Source: an optimization exercise on an open RTL-to-GDS flow (aim: small area, a short achievable clock period and few clock cycles). Production flows keep margins and buffers that such runs may drop.
Where RTL was checked, it was by simulation tests only, not by an equivalence proof against the original.
Only the layout flow was run in runs 2 to 4; the RTL was not checked for function there.

$ cat flow/run.sh
#!/bin/bash
# synth_recipe.tcl (not shown) runs the flow's synth.tcl, then flattens the netlist and writes it again
# the make line also repeats each setting of config.mk as NAME=value (left out here)
make -C /OpenROAD-flow-scripts/flow DESIGN_CONFIG=/design/flow/config.mk WORK_HOME=/design/flow/orfs CLKGATE_MAP_FILE= SYNTH_SCRIPT=/design/flow/synth_recipe.tcl finish
$ cat flow/config.mk
export PLATFORM = sky130hd
export DESIGN_NAME = seq_gcd
export DESIGN_NICKNAME = seq_gcd
export VERILOG_FILES = /design/flow/design.v
export SDC_FILE = /design/flow/constraint.sdc
export NUM_CORES = 4
export LEC_CHECK = 0
export CAP_MARGIN = 20
export CORE_MARGIN = 2
export CORE_UTILIZATION = 40
export PLACE_DENSITY = 0.6
export SLEW_MARGIN = 20
$ cat flow/constraint.sdc
create_clock -name core_clock -period 70.0 [get_ports {clk}]
set_input_delay 14.0000 -clock core_clock [delete_from_list [all_inputs] [get_ports {clk}]]
set_output_delay 14.0000 -clock core_clock [all_outputs]
set_load 0.01 [all_outputs]
$ cat flow/design.v
`default_nettype none
module seq_gcd (
        clk,
        rst_n,        
	la_write_a,
	la_write_b,
        a_i,
        b_i,
        gcd_o,
	rdata,        
	ready
);
        input wire clk;
        input wire rst_n;        
	input wire [31:0] la_write_a;
	input wire [31:0] la_write_b;
        input wire [31:0] a_i;
        input wire [31:0] b_i;
        output reg [31:0] gcd_o;
	output reg [31:0] rdata;        
	output reg ready;
        reg [31:0] a_q;
        reg [31:0] b_q;
        wire [31:0] a_muxed;
        wire [31:0] b_muxed;
	wire la_load;
	reg done_o;
        reg CS;
        reg NS;
        reg load_int;		
        always @(posedge clk or negedge rst_n) begin : proc_seq
                if (~rst_n) begin
                        a_q <= 0;
                        b_q <= 0;
			gcd_o <= 0;
			rdata <= 0;
			ready <= 0;
                end
                else begin
                        a_q <= a_muxed;
                        b_q <= b_muxed;
			if (done_o) gcd_o <= a_q;
			ready <= done_o;  
                end
        end
	assign la_load = (&la_write_a)&(&la_write_b);
        assign a_muxed = (load_int ? a_i : b_q);
        assign b_muxed = (load_int ? b_i : a_q % b_q);		
        always @(posedge clk or negedge rst_n) begin : proc_update_state
                if (~rst_n)
                        CS <= 1'd0;
                else
                        CS <= NS;				
        end
        always @(*) begin : proc_compute_NS
                load_int = 1'b0;
                done_o = 1'b0;
                case (CS)
                        1'd0: begin
                                done_o = 1'b0;
                                load_int = la_load;
                                if (la_load)
                                        NS = 1'd1;
                                else
                                        NS = 1'd0;
                        end
                        1'd1: begin
                                load_int = 1'b0;
                                done_o = b_q == 0;
                                if (b_q == 0)
                                        NS = 1'd0;
                                else
                                        NS = 1'd1;
                        end
                endcase
        end
endmodule   
`default_nettype wire
==> flow_summary.yaml, run 1 <==
run_status:
  run_status: "complete, no violations"
routing:
  drt_pass1_iterations: 6
  wl_per_cell_um: 23.68
  routed_via_density: 6.123
  met1Wirelength_um: 73940
  wl_met3_um: 15400
  antenna_violating_nets_post_route: 0
  remaining_drc_errors: 0
  dr_total_vias: 43651
  wl_met2_um: 72130
  top_signal_layer_used: "met4"
  initialDrtViolationCount: 4421
  drt_wl_total_um: 168800
timing:
  fmax_mhz: 14.96
  worst_hold_margin_ps: 486.9
  slew_violations: 0
  worst_clock_skew_ps: 30.35
  final-hold-violation-count: 0
  post-route-min-period_ps: 66860
  post-route-period-util: 0.9552
  relSlewSlack: 0.1980
  timing.final.setup_violations: 0
  transition_time_at_the_pin_with_the_least_slew_margin_ps: 1188
  final_setup_margin_ps: 3139
setup_path:
  criticalPathCategory: "reg2reg"
  critical_path.most_common_cell: "ha_1"
  worst-path-max-fanout: 17
  reg2regPathDepth: 291
  critPathSlowestCell: "or4b_2"
  r2r_slack_ps: 3140
  timing.critical_path.arrival_ps: 67140
  slowest_delay_ps: 670
  setup.worst_path.start_class: "flip-flop"
  setup.worst_path.end_class: "flip-flop"
  r2r-end: "b_q[15]$_DFF_PN0_"
  critical_path_required_ps: 70280
  rr_startpoint: "b_q[8]$_DFF_PN0_"
finish:
  nets_finish: 6618
  drive_gt1_frac: 0.2254
  multiInputGateArea_sq_um: 32280
  area_of_all_sequential_standard_cells_sq_um: 2455
  post-route-cell-area_sq_um: 45970
  syn2layout_area_growth_pct: 30.03
  layoutNonFillerInstCount: 7129
  layout.filler_cells: 8727
place:
  dp_hpwl_um: 136500
  placed_cells: 7077
  standard_cell_area_after_detailed_placement_sq_um: 44490
  total_of_buffers_placed_on_input_and_output_ports: 162
  gpl.final_weighted_congestion: 1.076
  dpl_worst_slack_ps: -2817
worst_hold_path:
  hold_class: "reg2reg"
  min_to: "gcd_o[10]$_DFFE_PN0P_"
  hold_depth: 2
  hp-start: "gcd_o[10]$_DFFE_PN0P_"
synth:
  post_synthesis_cell_type_with_the_largest_combined_area: "ha_1"
  netlist.area_leader.share: 0.1872
  synth_mux_area_frac: 0.02881
  synth_compound_gate_area_share: 0.3334
  synth_edf_count: 0
  netlist_top_cells_area: "ha_1, dfrtp_1, a21oi_1"
  ys_top_cells_by_count: "nand2_1, ha_1, a21oi_1"
  netlist_instances: 5012
  synth.distinct_cells: 128
  dominant_combinational_cell_family_by_area_after_synthesis: "compound AO/OA/AOI/OAI gates"
  yosysWarningCount: 1
  synth.yosys.seq_area_share: 0.06936
  yosys.cell_count.top_type: "nand2_1"
  synthArstFlopShare: 1.000
  synth-simple-area-share: 0.2457
  synth_xor_area_frac: 0.08695
  mappedNetlistArea_sq_um: 35360
  synth_seq_cells: 98
  postSynthAreaPerCell_sq_um: 7.054
  postSynth.topFlopCell: "dfrtp_1"
  yosys.area_share.adder: 0.1878
die:
  die_h_um: 301.3
  fp.dieArea_sq_um: 90780
  ioPinCount: 195
  floorplan.initialDensity: 0.4019
  core_area_sq_um: 87970
  floorplan.rows: 109
  chipWidth_um: 301.3
clocking:
  insertion_delay_to_the_later_sink_of_the_worst_skew_pair_ps: 440
  postCtsHoldBufs: 0
  clk_pin_slew_worst_paths_ps: 110
  root_buffer: "clkbuf_16"
  cts_tree: "yes"
  clock_tree.htree_level_count: 3
  clockBufferDepth: 2
  numCtsBuffers: 9
  clock_sinks: 98
global_routing:
  gr-usage-all-layers: 0.3580
  vias_in_the_first_global_route: 40534
  antenna_found_initial: 4
  largest_net_degree_at_the_start_of_global_routing: 82
  grt_pass1_wl_um: 249800
  global_route.overflow_total: 0
run:
  drv.max_cap_violation_count: 0
[registers in the layout, indices dropped and copies added, names as in the netlist]
signal	cells
a_q	32
b_q	32
gcd_o	32
CS	1
ready	1
[repair_timing]
action                                  in CTS  in global routing
endpoints found under the setup margin      32                 32
pin swaps                                    5                 36
resized for setup                           28                188
buffers inserted                             6                 29
[kinds of logic (layout without fill, tap and decap cells)]
family	count (synthesis)	count (layout)
muxes	93	93
xor gates and xnor gates	351	351
other	1	33
DFF	98	98
and+or+nand+nor	1805	1805
buffers and inverters	399	1319
adders and majority gates	530	530
AOI/OAI and AO/OA	1735	1735
[worst max path at each step]
stage	startpoint	endpoint	slack, ps	cells after the start
after CTS	b_q[8]$_DFF_PN0_	b_q[31]$_DFF_PN0_	7	299
after global routing	b_q[28]$_DFF_PN0_	b_q[31]$_DFF_PN0_	-450	300
after global placement	b_q[31]$_DFF_PN0_	b_q[15]$_DFF_PN0_	-2000	293
after detailed placement	b_q[31]$_DFF_PN0_	b_q[15]$_DFF_PN0_	-2820	293
after floorplan	b_q[22]$_DFF_PN0_	b_q[24]$_DFF_PN0_	3740	299
final	b_q[8]$_DFF_PN0_	b_q[15]$_DFF_PN0_	3140	291
[final cells by class]
type / instances / area share
clock buffer: 9 / 0.004899
antenna: 1 / 0.00005443
tap: 1165 / 0.03171
multi-input combinational: 4546 / 0.7021
inverter: 216 / 0.01764
sequential: 98 / 0.05340
clock inverter: 7 / 0.001769
timing repair buffer: 1087 / 0.1884
[worst max-delay path, delay by kind of cell (launching register included)]
kind / cells / cell delay (ps)
DFF: 1 / 530
AOI/OAI and AO/OA: 135 / 30880
buffers and inverters: 28 / 4760
xor gates and xnor gates: 1 / 270
muxes: 6 / 2130
adders and majority gates: 31 / 9480
and+or+nand+nor: 90 / 18510
[cells in the final DEF (no fill, tap or decap), types with 59 or more instances in the layout]
master,count
a21oi_1,412
nor2_1,430
a31oi_1,62
ha_1,528
mux2_2,61
and3_1,59
clkdlybuf4s50_1,161
nand4_1,86
buf_4,916
o21a_1,144
nor3_1,135
a21o_1,163
dfrtp_1,96
or3_1,60
nand2_1,577
xor2_1,143
o21ai_0,280
xnor2_1,208
nand3_1,116
inv_1,206
o211ai_1,72
[metrics by stage]
step / util / TNS (ps)
6_report: 0.5226 / 0
2_1_floorplan: - / 0
4_1_cts: 0.5109 / 0
3_3_place_gp: 0.5057 / -56710
5_1_grt: 0.5226 / -5602
3_5_place_dp: 0.5057 / -83150
[per-layer routing]
metal	global-route usage	vias to the layer above
li1	-	20625
met1	0.4965	20579
met2	0.5513	2075
met3	0.05893	372
met4	0.1368	0
met5	0	-
Testbench counts, summed over its fixed seeds: cycles 37,963.
==> run 2, diff against run 1 <==
==> flow/design.v (replaced) <==
`default_nettype none
module seq_gcd (
	input  wire        clk,
	input  wire        rst_n,
	input  wire [31:0] la_write_a,
	input  wire [31:0] la_write_b,
	input  wire [31:0] a_i,
	input  wire [31:0] b_i,
	output wire [31:0] gcd_o,
	output wire [31:0] rdata,
	output reg         ready
);
	reg [31:0] a_q;
	reg [31:0] b_q;
	reg        busy;
	wire la_load = (&la_write_a) & (&la_write_b);
	function [4:0] tz32;
		input [31:0] v;
		integer i;
		begin
			tz32 = 5'd0;
			for (i = 31; i >= 0; i = i - 1)
				if (v[i]) tz32 = i[4:0];
		end
	endfunction
	wire [31:0] ab   = a_q | b_q;
	wire [31:0] low  = ab & (~ab + 32'd1);
	wire [4:0]  k    = tz32(ab);
	wire        a_lo = |(a_q & low);
	wire        b_lo = |(b_q & low);
	wire        a_z  = ~|a_q;
	wire        b_z  = ~|b_q;
	wire        pre_a = ~a_lo;           
	wire        pre_b = ~b_lo;
	wire [32:0] diff = {1'b0, a_q} - {1'b0, b_q};
	wire        lt   = diff[32];
	wire [31:0] mn   = lt ? a_q : b_q;
	wire [31:0] dd   = lt ? (b_q - a_q) : diff[31:0];
	wire        c4   = |((a_q ^ b_q) & {low[30:0], 1'b0});
	wire [32:0] sum  = {1'b0, a_q} + {1'b0, b_q};
	wire [32:0] s    = c4 ? sum : {1'b0, dd};
	wire [32:0] v    = pre_a ? {1'b0, a_q} : pre_b ? {1'b0, b_q} : s;
	wire [5:0]  tzv  = v[31:0] == 32'd0 ? 6'd32 : {1'b0, tz32(v[31:0])};
	wire [5:0]  amt  = tzv - {1'b0, k};
	wire [32:0] n    = v >> amt;
	wire        step_done = (dd == 32'd0) | (n[31:0] == mn);
	always @(posedge clk or negedge rst_n) begin
		if (~rst_n) begin
			busy  <= 1'b0;
			ready <= 1'b0;
		end else begin
			if (~busy) begin
				busy  <= la_load;
				ready <= 1'b0;
			end else if (a_z | b_z) begin
				busy  <= 1'b0;
				ready <= 1'b1;
			end else if (pre_a | pre_b) begin
				ready <= 1'b0;
			end else begin
				busy  <= ~step_done;
				ready <= step_done;
			end
		end
	end
	always @(posedge clk) begin
		if (~busy) begin
			a_q <= a_i;
			b_q <= b_i;
		end else if (a_z | b_z) begin
			a_q <= ab;
		end else if (pre_a) begin
			a_q <= n[31:0];
		end else if (pre_b) begin
			b_q <= n[31:0];
		end else begin
			a_q <= mn;
			b_q <= n[31:0];
		end
	end
	assign gcd_o = a_q;
	assign rdata = 32'd0;
endmodule
`default_nettype wire
--- a/flow/config.mk
+++ b/flow/config.mk
@@ -7,6 +7,7 @@
 export LEC_CHECK = 0
+export ABC_AREA = 1
 export CAP_MARGIN = 20
 export CORE_MARGIN = 2
-export CORE_UTILIZATION = 40
-export PLACE_DENSITY = 0.6
+export CORE_UTILIZATION = 50
+export PLACE_DENSITY = 0.7
 export SLEW_MARGIN = 20
==> run 2 against run 1 <==
Area after synthesis shrank 54%; worst setup slack improved by 51000 ps; routed wire length is 53% lower; synthesized cell count decreased by 43%; via count decreased by 52%; count of clock-buffer cells in the layout did not move; flip-flop and latch count decreased by 32; critical path type is now reg2out; highest routed layer unchanged.
==> flow_summary.yaml, run 2 <==
run_status:
  run_status: "complete, no violations"
place:
  total_of_buffers_placed_on_input_and_output_ports: 162
  gpl.final_weighted_congestion: 1.127
  dp_hpwl_um: 64260
  placed_cells: 3358
timing:
  slew_violations: 0
  unrepaired_setup_endpoints_after_global_routing: "no"
  relSlewSlack: 0.3241
  worst_hold_margin_ps: 831.8
  fmax_mhz: 63.85
  transition_time_at_the_pin_with_the_least_slew_margin_ps: 1008
  tns_ps: 0
  post-route-min-period_ps: 15660
  post-route-period-util: 0.2238
  final-hold-violation-count: 0
  worst_clock_skew_ps: 6.196
  timing.final.setup_violations: 0
clocking:
  insertion_delay_to_the_later_sink_of_the_worst_skew_pair_ps: 350
  root_buffer: "clkbuf_16"
  post_cts_resize_count: 0
  cts_tree: "yes"
  postCtsSetupRepairBufs: 0
  clk_pin_slew_worst_paths_ps: 60
  postCtsHoldBufs: 0
  numCtsBuffers: 9
  clock_tree.htree_level_count: 3
  clock_sinks: 66
  clockBufferDepth: 2
finish:
  layout.filler_cells: 3354
  nets_finish: 3198
  layout.cells.most_common: "nand2_1"
  most-common-layout-cells: "nand2_1, inv_1, nor2_1"
  drive_gt1_frac: 0.05660
  syn2layout_area_growth_pct: 11.62
  layoutNonFillerInstCount: 3375
  area_of_all_sequential_standard_cells_sq_um: 1972
  largest_registers: "a_q x32, b_q x32"
  multiInputGateArea_sq_um: 12480
  diodes: 0
run:
  drv.max_cap_violation_count: 0
setup_path:
  critical_path_required_ps: 56000
  path_cells: "clkdlybuf4s50_1"
  setup.worst_path.end_class: "primary output"
  r2r_slack_ps: 59340
  r2r-end: "busy$_DFF_PN0_"
  slowest_delay_ps: 670
  worstPathBufferInverterCount: 1
  rr_startpoint: "b_q[0]$_DFFE_PP_"
  timing.critical_path.arrival_ps: 1660
  critPathSlowestCell: "edfxtp_1"
  cp_top_family: "flip-flops"
  criticalPathCategory: "reg2out"
  worst-path-max-fanout: 7
  reg2regPathDepth: 69
  setup.worst_path.start_class: "flip-flop"
global_routing:
  grt_pass1_wl_um: 116100
  vias_in_the_first_global_route: 19622
  largest_net_degree_at_the_start_of_global_routing: 83
  groute.layer.met1.usage: 0.5726
  top_usage_layer: "met2"
  met3_usage: 0.09516
  gr-usage-met2: 0.7025
  global_route.overflow_total: 0
  gr-usage-all-layers: 0.4552
  antenna_found_initial: 0
die:
  fp.dieArea_sq_um: 34140
  ioPinCount: 195
  floorplan.initialDensity: 0.5048
  chipWidth_um: 184.8
  core_area_sq_um: 32370
  floorplan.rows: 66
  die_h_um: 184.8
worst_hold_path:
  hold_depth: 3
  hold_class: "reg2reg"
  min_to: "busy$_DFF_PN0_"
  hp-start: "busy$_DFF_PN0_"
routing:
  drt_wl_total_um: 78930
  initialDrtViolationCount: 3148
  routed_via_density: 6.236
  drt_pass1_iterations: 9
  dr_total_vias: 21047
  antenna_violating_nets_post_route: 0
  remaining_drc_errors: 0
  wl_per_cell_um: 23.39
synth:
  netlist.area_leader.share: 0.2012
  synthArstFlopShare: 0.03030
  synth.yosys.seq_area_share: 0.1207
  yosys.cell_count.top_type: "nand2_1"
  post_synthesis_cell_type_with_the_largest_combined_area: "nand2_1"
  ys_top_cells_by_count: "nand2_1, inv_1, nand3_1, nor2_1, o21ai_0"
  postSynth.topFlopCell: "edfxtp_1"
  synth_edf_count: 64
  mappedNetlistArea_sq_um: 16340
  netlist_top_cells_area: "nand2_1, edfxtp_1, ha_1"
  postSynthAreaPerCell_sq_um: 5.726
  synth_seq_cells: 66
  netlist_instances: 2854
  synth.distinct_cells: 60
  yosysWarningCount: 1
==> run 2: cell count changes in the layout (fill, tap and decap cells not counted), moves of 195 or more <==
| cell | change |
|---|---|
| a21oi_1 | -237 |
| buf_4 | -899 |
| nor2_1 | -195 |
| xnor2_1 | -207 |
| ha_1 | -392 |
| nand2_1 | +299 |
==> run 2: routing by layer <==
metal / share of wire / wire, um / up-vias
met3: 0.12 / 9388 / 322
met2: 0.42 / 33380 / 1550
li1: - / - / 9553
met1: 0.38 / 29830 / 9622
met5: 0 / 0 / -
met4: 0.080 / 6328 / 0
==> run 2: kinds of logic after synthesis <==
logic type / after synthesis / share of synthesized area
fa+ha+maj: 140 / 0.1090
other cells: 1 / 0.0002295
buf+inv: 462 / 0.1247
mux: 4 / 0.002450
simple gates: 1570 / 0.4198
flops: 66 / 0.1207
xor+xnor: 54 / 0.02894
compound gates: 557 / 0.1941
==> run 2: final cells by class <==
type | count | share of cell area
Clock inverter | 7 | 0.003773
Inverter | 314 | 0.06476
Timing Repair Buffer | 180 | 0.09652
Sequential cell | 66 | 0.1081
Multi-Input combinational cell | 2357 | 0.6842
Tap cell | 442 | 0.03032
Clock buffer | 9 | 0.01235
==> run 2: how the worst max path moves through the flow <==
stage | from | to | depth (start not counted)
floorplan | la_write_b[6] | busy$_DFF_PN0_ | 5
detailed placement | la_write_b[18] | busy$_DFF_PN0_ | 6
global route | a_q[1]$_DFFE_PP_ | gcd_o[1] | 1
global placement | la_write_b[23] | busy$_DFF_PN0_ | 6
finish | a_q[15]$_DFFE_PP_ | gcd_o[15] | 1
CTS | a_q[20]$_DFFE_PP_ | gcd_o[20] | 1
==> run 2: stage by stage <==
stage            util  setup slack [ps]  instance area, sq um
2_1_floorplan       -             55170                 16460
3_3_place_gp   0.5540             54100                 17930
3_5_place_dp   0.5540             54130                 17930
4_1_cts        0.5631             54380                 18230
5_1_grt        0.5634             54360                 18240
6_report       0.5634             54340                 18240
==> run 3, diff against run 2 <==
==> flow/design.v (replaced) <==
`default_nettype none
module seq_gcd (
	input  wire        clk,
	input  wire        rst_n,
	input  wire [31:0] la_write_a,
	input  wire [31:0] la_write_b,
	input  wire [31:0] a_i,
	input  wire [31:0] b_i,
	output wire [31:0] gcd_o,
	output wire [31:0] rdata,
	output reg         ready
);
	localparam L = 3;   
	reg [31:0] a_q;
	reg [31:0] b_q;
	reg        busy;
	wire la_load = (&la_write_a) & (&la_write_b);
	function [4:0] enc;
		input [31:0] t;
		integer i;
		begin
			enc = 5'd0;
			for (i = 1; i < 32; i = i + 1)
				if (!t[i]) enc = i[4:0];
		end
	endfunction
	wire [31:0] ab = a_q | b_q;
	wire [31:0] hk;
	genvar g;
	assign hk[0] = 1'b0;
	generate for (g = 1; g < 32; g = g + 1) begin : g_hk
		assign hk[g] = hk[g-1] | ab[g-1];
	end endgenerate
	wire [31:0] low    = ab & ~hk;
	wire [4:0]  k      = enc(hk);
	wire        a_lo   = |(a_q & low);
	wire        b_lo   = |(b_q & low);
	wire        a_zero = ~|a_q;
	wire        pre    = ~(a_lo & b_lo);
	wire        sel_b = a_lo | a_zero;
	wire [31:0] x     = a_q & ~{32{pre & sel_b}};
	wire [31:0] y     = b_q & ~{32{pre & ~sel_b}};
	wire [32:0] c;
	wire [32:0] v;
	assign c[0] = 1'b1;
	generate for (g = 0; g < 32; g = g + 1) begin : g_sub
		assign v[g]   = x[g] ^ ~y[g] ^ c[g];
		assign c[g+1] = (x[g] & ~y[g]) | ((x[g] ^ ~y[g]) & c[g]);
	end endgenerate
	assign v[32] = ~c[32];
	wire        neg   = v[32];
	wire [33:0] hv;    
	assign hv[0] = 1'b0;
	generate for (g = 1; g < 34; g = g + 1) begin : g_hv
		assign hv[g] = hv[g-1] | v[g-1];
	end endgenerate
	wire        vzero = ~hv[33];
	wire [31:0] u     = v[31:0] ^ (hv[31:0] & {32{neg}});
	wire [4:0]  tzv   = enc(hv[31:0]);
	wire [4:0]  amt   = tzv - k;
	wire [L-1:0] sh   = (|amt[4:L]) ? {L{1'b1}} : amt[L-1:0];
	wire [31:0] n     = u >> sh;
	wire to_a  = pre ? ~a_lo : ~neg & ~vzero;
	wire done  = pre ? (vzero | a_zero) : vzero;
	always @(posedge clk or negedge rst_n) begin
		if (~rst_n) begin
			busy  <= 1'b0;
			ready <= 1'b0;
		end else begin
			busy  <= busy ? ~done : la_load;
			ready <= busy & done;
		end
	end
	always @(posedge clk) begin
		if (~busy | to_a)  a_q <= busy ? n : a_i;
		if (~busy | ~to_a) b_q <= busy ? n : b_i;
	end
	assign gcd_o = a_q;
	assign rdata = 32'd0;
endmodule
`default_nettype wire
==> run 3 against run 2 <==
Clock skew about the same; routed wire length decreased by 72%; still clean; register-to-register slack got worse by 7800 ps.
==> flow_summary.yaml, run 3 <==
worst_hold_path:
  hold_class: "reg2reg"
clocking:
  clock_sinks: 66
  postCtsHoldBufs: 0
  postCtsSetupRepairBufs: 0
  post_cts_resize_count: 0
  root_buffer: "clkbuf_16"
  insertion_delay_to_the_later_sink_of_the_worst_skew_pair_ps: 350
  numCtsBuffers: 9
  cts_tree: "yes"
  clockBufferDepth: 2
  clock_tree.htree_level_count: 3
  clk_pin_slew_worst_paths_ps: 60
die:
  chipWidth_um: 125.6
  core_area_sq_um: 14480
  die_h_um: 125.6
  fp.dieArea_sq_um: 15770
  floorplan.initialDensity: 0.5105
  floorplan.rows: 44
  ioPinCount: 195
place:
  dpl_worst_slack_ps: 51660
  standard_cell_area_after_detailed_placement_sq_um: 9035
  total_of_buffers_placed_on_input_and_output_ports: 162
  dp_hpwl_um: 17490
  gpl.final_weighted_congestion: 0.9216
global_routing:
  gr-usage-all-layers: 0.2881
  grt_pass1_wl_um: 36050
  antenna_found_initial: 0
  global_route.overflow_total: 0
  largest_net_degree_at_the_start_of_global_routing: 67
  vias_in_the_first_global_route: 7237
timing:
  timing.final.setup_violations: 0
  final-hold-violation-count: 0
  post-route-min-period_ps: 18460
  relSlewSlack: 0.3698
  fmax_mhz: 54.17
  final_setup_margin_ps: 51540
  transition_time_at_the_pin_with_the_least_slew_margin_ps: 944.3
  slew_violations: 0
  worst_clock_skew_ps: 6.595
  unrepaired_setup_endpoints_after_global_routing: "no"
  tns_ps: 0
  post-route-period-util: 0.2637
setup_path:
  setup.worst_path.start_class: "flip-flop"
  timing.critical_path.arrival_ps: 18680
  setup.worst_path.end_class: "flip-flop"
  slowest_delay_ps: 790
  critical_path.most_common_cell: "fa_1"
  criticalPathCategory: "reg2reg"
  critical_path_required_ps: 70210
  worst-path-max-fanout: 23
  worstPathBufferInverterCount: 24
  critPathSlowestCell: "inv_1"
  cp_top_family: "adder cells"
finish:
  layout.filler_cells: 1394
  nets_finish: 1360
  drive_gt1_frac: 0.06427
  largest_registers: "a_q x32, b_q x32"
  post-route-cell-area_sq_um: 9321
  most-common-layout-cells: "nand2_1, clkdlybuf4s50_1, inv_1"
  final_core_util: 0.6438
  syn2layout_area_growth_pct: 26.10
  diodes: 0
  layout.cells.most_common: "nand2_1"
synth:
  yosys.cell_count.top_type: "nand2_1"
  netlist.area_leader.share: 0.2600
  synth.distinct_cells: 45
  netlist_top_cells_area: "edfxtp_1, nand2_1, fa_1"
  ys_top_cells_by_count: "nand2_1, inv_1, nand3_1"
  postSynth.topFlopCell: "edfxtp_1"
  synth.yosys.seq_area_share: 0.2668
  synthArstFlopShare: 0.03030
  netlist_instances: 1045
  synth_seq_cells: 66
  mappedNetlistArea_sq_um: 7392
  yosysWarningCount: 1
  post_synthesis_cell_type_with_the_largest_combined_area: "edfxtp_1"
  postSynthAreaPerCell_sq_um: 7.074
  synth_edf_count: 64
run:
  drv.max_cap_violation_count: 0
run_status:
  run_status: "complete, no violations"
routing:
  initialDrtViolationCount: 732
  wl_per_cell_um: 16.27
  remaining_drc_errors: 0
  dr_total_vias: 7529
  drt_pass1_iterations: 5
  drt_wl_total_um: 22490
  antenna_violating_nets_post_route: 0
  routed_via_density: 5.448
-- run 3: final cells by class --
class                           instances  area, sq um  area share
Clock buffer                           10        229.0     0.02456
Inverter                              138        519.2     0.05570
Tap cell                              184        230.2     0.02470
Multi-Input combinational cell        808         4632      0.4969
Clock inverter                          6        57.56    0.006174
Sequential cell                        66         1972      0.2115
Timing Repair Buffer                  170         1682      0.1804
-- run 3: path summary, 6_finish.rpt --
path,cells after the start,start,end,slack [ps]
max in group asynchronous,1,rst_n,busy$_DFF_PN0_,56040
hold / removal,2,busy$_DFF_PN0_,b_q[2]$_DFFE_PP_,970
setup / recovery,87,b_q[0]$_DFFE_PP_,b_q[23]$_DFFE_PP_,51540
min in group asynchronous,1,rst_n,ready$_DFF_PN0_,13820
hold reg to reg,2,busy$_DFF_PN0_,b_q[2]$_DFFE_PP_,970
setup reg to reg,87,b_q[0]$_DFFE_PP_,b_q[23]$_DFFE_PP_,51540
-- run 3: through the flow --
| step | cells | hold slack [ps] |
|---|---|---|
| floorplan | 1076 | 780.1 |
| global placement | 1366 | 951.3 |
| detailed placement | 1366 | 966.7 |
| CTS | 1382 | 986.8 |
| global route | 1382 | 1033 |
| finish | 1382 | 972.2 |
-- run 3: kinds of logic (layout without fill, tap and decap cells) --
logic type / Yosys count / in the layout / synth area share
adder cells (fa/ha/maj): 37 / 37 / 0.09512
AO/OA/AOI/OAI: 100 / 100 / 0.07922
AND/OR/NAND/NOR: 604 / 604 / 0.3935
multiplexers: 4 / 4 / 0.005417
other: 1 / 32 / 0.0005073
XOR/XNOR: 31 / 31 / 0.03673
buffers and inverters: 202 / 324 / 0.1227
flip-flops: 66 / 66 / 0.2668
-- run 3: metal layers --
layer / part of all wire / GRT usage / up-vias / routed length (um)
li1: - / - / 3668 / -
met1: 0.42 / 0.3875 / 3481 / 9536
met2: 0.47 / 0.4630 / 334 / 10570
met3: 0.076 / 0.04579 / 46 / 1705
met4: 0.030 / 0.1209 / 0 / 679
met5: 0 / 0 / - / 0
-- run 3: tightest hold or removal path, stage by stage (launching register included) --
cell and delay [ps]:
dfrtp_1 400, nand2_1 70, buf_4 280
==> run 4, diff against run 3 <==
==> flow/flow/run.sh (new file) <==
#!/bin/bash
# The standard layout, with the port buffers made from the smallest buffer
# cell (buf_1) instead of buffer_ports' default choice.
set -euo pipefail
export BUFFER_PORTS_ARGS="-buffer_cell sky130_fd_sc_hd__buf_1"
bash standard.sh > flow.log 2>&1
==> flow/standard.sh (new file) <==
#!/bin/bash
# synth_recipe.tcl (not shown) runs the flow's synth.tcl, then flattens the netlist and writes it again
# the make line also repeats each setting of config.mk as NAME=value (left out here)
make -C /OpenROAD-flow-scripts/flow DESIGN_CONFIG=/design/flow/config.mk WORK_HOME=/design/flow/orfs CLKGATE_MAP_FILE= SYNTH_SCRIPT=/design/flow/synth_recipe.tcl "${@:-finish}"
removed: flow/run.sh
==> run 4 against run 3 <==
Still clean on timing, DRC and antenna; routed wire length down 2.4%; die area unchanged; cell area down 11%; worst setup slack better by 99 ps; via count down 1.1%; register-to-register slack better by 99 ps; maximum frequency up 0.54%; synthesized cell count unchanged; core utilization down 6.9 points; critical endpoint is now b_q[19]$_DFFE_PP_.
==> flow_summary.yaml, run 4 <==
synth:
  netlist_top_cells_area: "edfxtp_1, nand2_1, fa_1"
  synth_mux_area_frac: 0.005416
  dominant_combinational_cell_family_by_area_after_synthesis: "simple AND/OR/NAND/NOR gates"
  synth_edf_count: 64
  yosysWarningCount: 1
  synth_compound_gate_area_share: 0.07921
  synthArstFlopShare: 0.03030
  synth.distinct_cells: 45
  synth-simple-area-share: 0.3935
  post_synthesis_cell_type_with_the_largest_combined_area: "edfxtp_1"
  yosys.cell_count.top_type: "nand2_1"
  mappedNetlistArea_sq_um: 7392
  netlist_instances: 1045
  synth_xor_area_frac: 0.03673
  synth_seq_cells: 66
  ys_top_cells_by_count: "nand2_1, inv_1, nand3_1"
  synth.yosys.seq_area_share: 0.2668
  netlist.area_leader.share: 0.2600
  postSynth.topFlopCell: "edfxtp_1"
  postSynthAreaPerCell_sq_um: 7.074
  yosys.area_share.adder: 0.09513
setup_path:
  criticalPathCategory: "reg2reg"
  timing.critical_path.arrival_ps: 18570
  cp_top_family: "adder cells"
  setup.worst_path.start_class: "flip-flop"
  setup.worst_path.end_class: "flip-flop"
  worstPathBufferInverterCount: 25
  rr_startpoint: "a_q[0]$_DFFE_PP_"
  r2r_slack_ps: 51640
  critical_path_required_ps: 70210
  worst-path-max-fanout: 32
  critPathSlowestCell: "inv_1"
  r2r-end: "b_q[19]$_DFFE_PP_"
  critical_path.most_common_cell: "fa_1"
  reg2regPathDepth: 88
  slowest_delay_ps: 780
place:
  gpl.final_weighted_congestion: 0.9070
  total_of_buffers_placed_on_input_and_output_ports: 162
  placed_cells: 1366
  standard_cell_area_after_detailed_placement_sq_um: 8021
  dpl_worst_slack_ps: 51700
  dp_hpwl_um: 16660
routing:
  routed_via_density: 5.392
  drt_pass1_iterations: 6
  initialDrtViolationCount: 704
  remaining_drc_errors: 0
  antenna_violating_nets_post_route: 0
  dr_total_vias: 7446
  drt_wl_total_um: 21960
  wl_per_cell_um: 15.90
clocking:
  clk_pin_slew_worst_paths_ps: 50
  postCtsSetupRepairBufs: 0
  root_buffer: "clkbuf_16"
  clock_sinks: 66
  numCtsBuffers: 9
  post_cts_resize_count: 0
  postCtsHoldBufs: 0
  cts_tree: "yes"
  clock_tree.htree_level_count: 3
  insertion_delay_to_the_later_sink_of_the_worst_skew_pair_ps: 350
  clockBufferDepth: 2
timing:
  fmax_mhz: 54.46
  relSlewSlack: 0.3751
  post-route-period-util: 0.2623
  unrepaired_setup_endpoints_after_global_routing: "no"
  timing.final.setup_violations: 0
  post-route-min-period_ps: 18360
  worst_clock_skew_ps: 5.131
  slew_violations: 0
  tns_ps: 0
  final-hold-violation-count: 0
  transition_time_at_the_pin_with_the_least_slew_margin_ps: 936.4
  final_setup_margin_ps: 51640
global_routing:
  gr-usage-all-layers: 0.2835
  global_route.overflow_total: 0
  largest_net_degree_at_the_start_of_global_routing: 67
  grt_pass1_wl_um: 35270
  antenna_found_initial: 0
  vias_in_the_first_global_route: 6976
finish:
  drive_gt1_frac: 0.06266
  diodes: 0
  post-route-cell-area_sq_um: 8322
  layout.cells.most_common: "nand2_1"
  most-common-layout-cells: "nand2_1, buf_1, inv_1"
  largest_registers: "a_q x32, b_q x32"
  syn2layout_area_growth_pct: 12.58
  nets_finish: 1360
  layoutNonFillerInstCount: 1381
  layout.filler_cells: 1440
worst_hold_path:
  min_to: "ready$_DFF_PN0_"
  hold_depth: 5
  hold_class: "reg2reg"
  hp-start: "b_q[31]$_DFFE_PP_"
run:
  drv.max_cap_violation_count: 0
die:
  core_area_sq_um: 14480
  chipWidth_um: 125.6
  ioPinCount: 195
  fp.dieArea_sq_um: 15770
  die_h_um: 125.6
  floorplan.initialDensity: 0.5105
  floorplan.rows: 44
run_status:
  run_status: "complete, no violations"
run 4: cell counts after synthesis:
Identical to the previous run, type by type.
run 4: routing by layer:
metal  GRT usage  routed length (um)
met1      0.3896                9629
met5           0                   0
met4      0.1118                 623
met3     0.04964                1661
met2      0.4461               10040
run 4: tightest hold or removal path: stages, from the launching register on:
cell      delay, ps
edfxtp_1        380
nand2_1         100
fa_1            180
inv_1            70
nand3_1          80
a21oi_1          70
run 4: layout make-up:
cell class / instances / area (sq um) / share of cell area
inverter: 138 / 519.2 / 0.06240
multi-input combinational: 808 / 4632 / 0.5566
clock inverter: 4 / 67.56 / 0.008119
sequential: 66 / 1972 / 0.2370
timing repair buffer: 170 / 668.1 / 0.08029
tap: 184 / 230.2 / 0.02767
clock buffer: 11 / 232.7 / 0.02797
run 4: worst max-delay path by stage:
stage | cells after the start | slack (ps) | startpoint | endpoint
2_1_floorplan | 91 | 53590 | a_q[2]$_DFFE_PP_ | a_q[23]$_DFFE_PP_
3_3_place_gp | 91 | 52180 | a_q[2]$_DFFE_PP_ | b_q[10]$_DFFE_PP_
3_5_place_dp | 91 | 51700 | a_q[0]$_DFFE_PP_ | b_q[10]$_DFFE_PP_
4_1_cts | 88 | 51650 | a_q[0]$_DFFE_PP_ | b_q[19]$_DFFE_PP_
5_1_grt | 91 | 50330 | a_q[2]$_DFFE_PP_ | a_q[10]$_DFFE_PP_
6_report | 88 | 51640 | a_q[0]$_DFFE_PP_ | b_q[19]$_DFFE_PP_
run 4: cell families after synthesis:
group / count (synthesis)
AOI/OAI and AO/OA: 100
muxes: 4
adders and majority gates: 37
buffers and inverters: 202
other: 1
DFF: 66
xor gates and xnor gates: 31
and+or+nand+nor: 604
run 4: metrics by stage:
| stage | utilization | hold slack, ps |
|---|---|---|
| finish | 0.5747 | 925.9 |
| global placement | 0.5540 | 936.1 |
| CTS | 0.5747 | 934.1 |
| floorplan | - | 780.1 |
| detailed placement | 0.5540 | 927.3 |
| global route | 0.5747 | 1022 |

afterwards: timing with drivers on the ports:
How much do the figures lean on ideal ports? The routed layouts below were timed once more, with nothing changed but the port constraints.
Step 1 (the two cells are an assumption about what drives the block):
set clk [get_ports {clk}]
set_driving_cell -lib_cell sky130_fd_sc_hd__clkbuf_16 $clk
set_driving_cell -lib_cell sky130_fd_sc_hd__buf_2 [delete_from_list [all_inputs] $clk]
Step 2, shift: input delay + t, output delay - t, t = (earliest + latest rising clock arrival at the registers) / 2. This alone moves slack from input paths to output paths.
Slacks: ideal / step 1 / step 2; pairs: ideal / step 1.
| run | t (ns) | setup WS [ns] | worst setup path at the end | worst slew at a driven data input, ns |
|---|---|---|---|---|
| run 1 | 0.462 | 3.139 / 3.139 / 3.139 | register to register | 0.09 |
| run 2 | 0.395 | 54.338 / 54.289 / 54.180 | input to register | 0.10 |
| run 3 | 0.390 | 51.538 / 51.538 / 51.538 | register to register | 0.04 |
| run 4 | 0.390 | 51.637 / 51.637 / 51.637 | register to register | 0.05 |
After both steps every run listed still meets setup and hold. For run 2, which loses most, drivers alone change the setup slack by -0.049 ns; drivers and shift together by -0.158 ns.
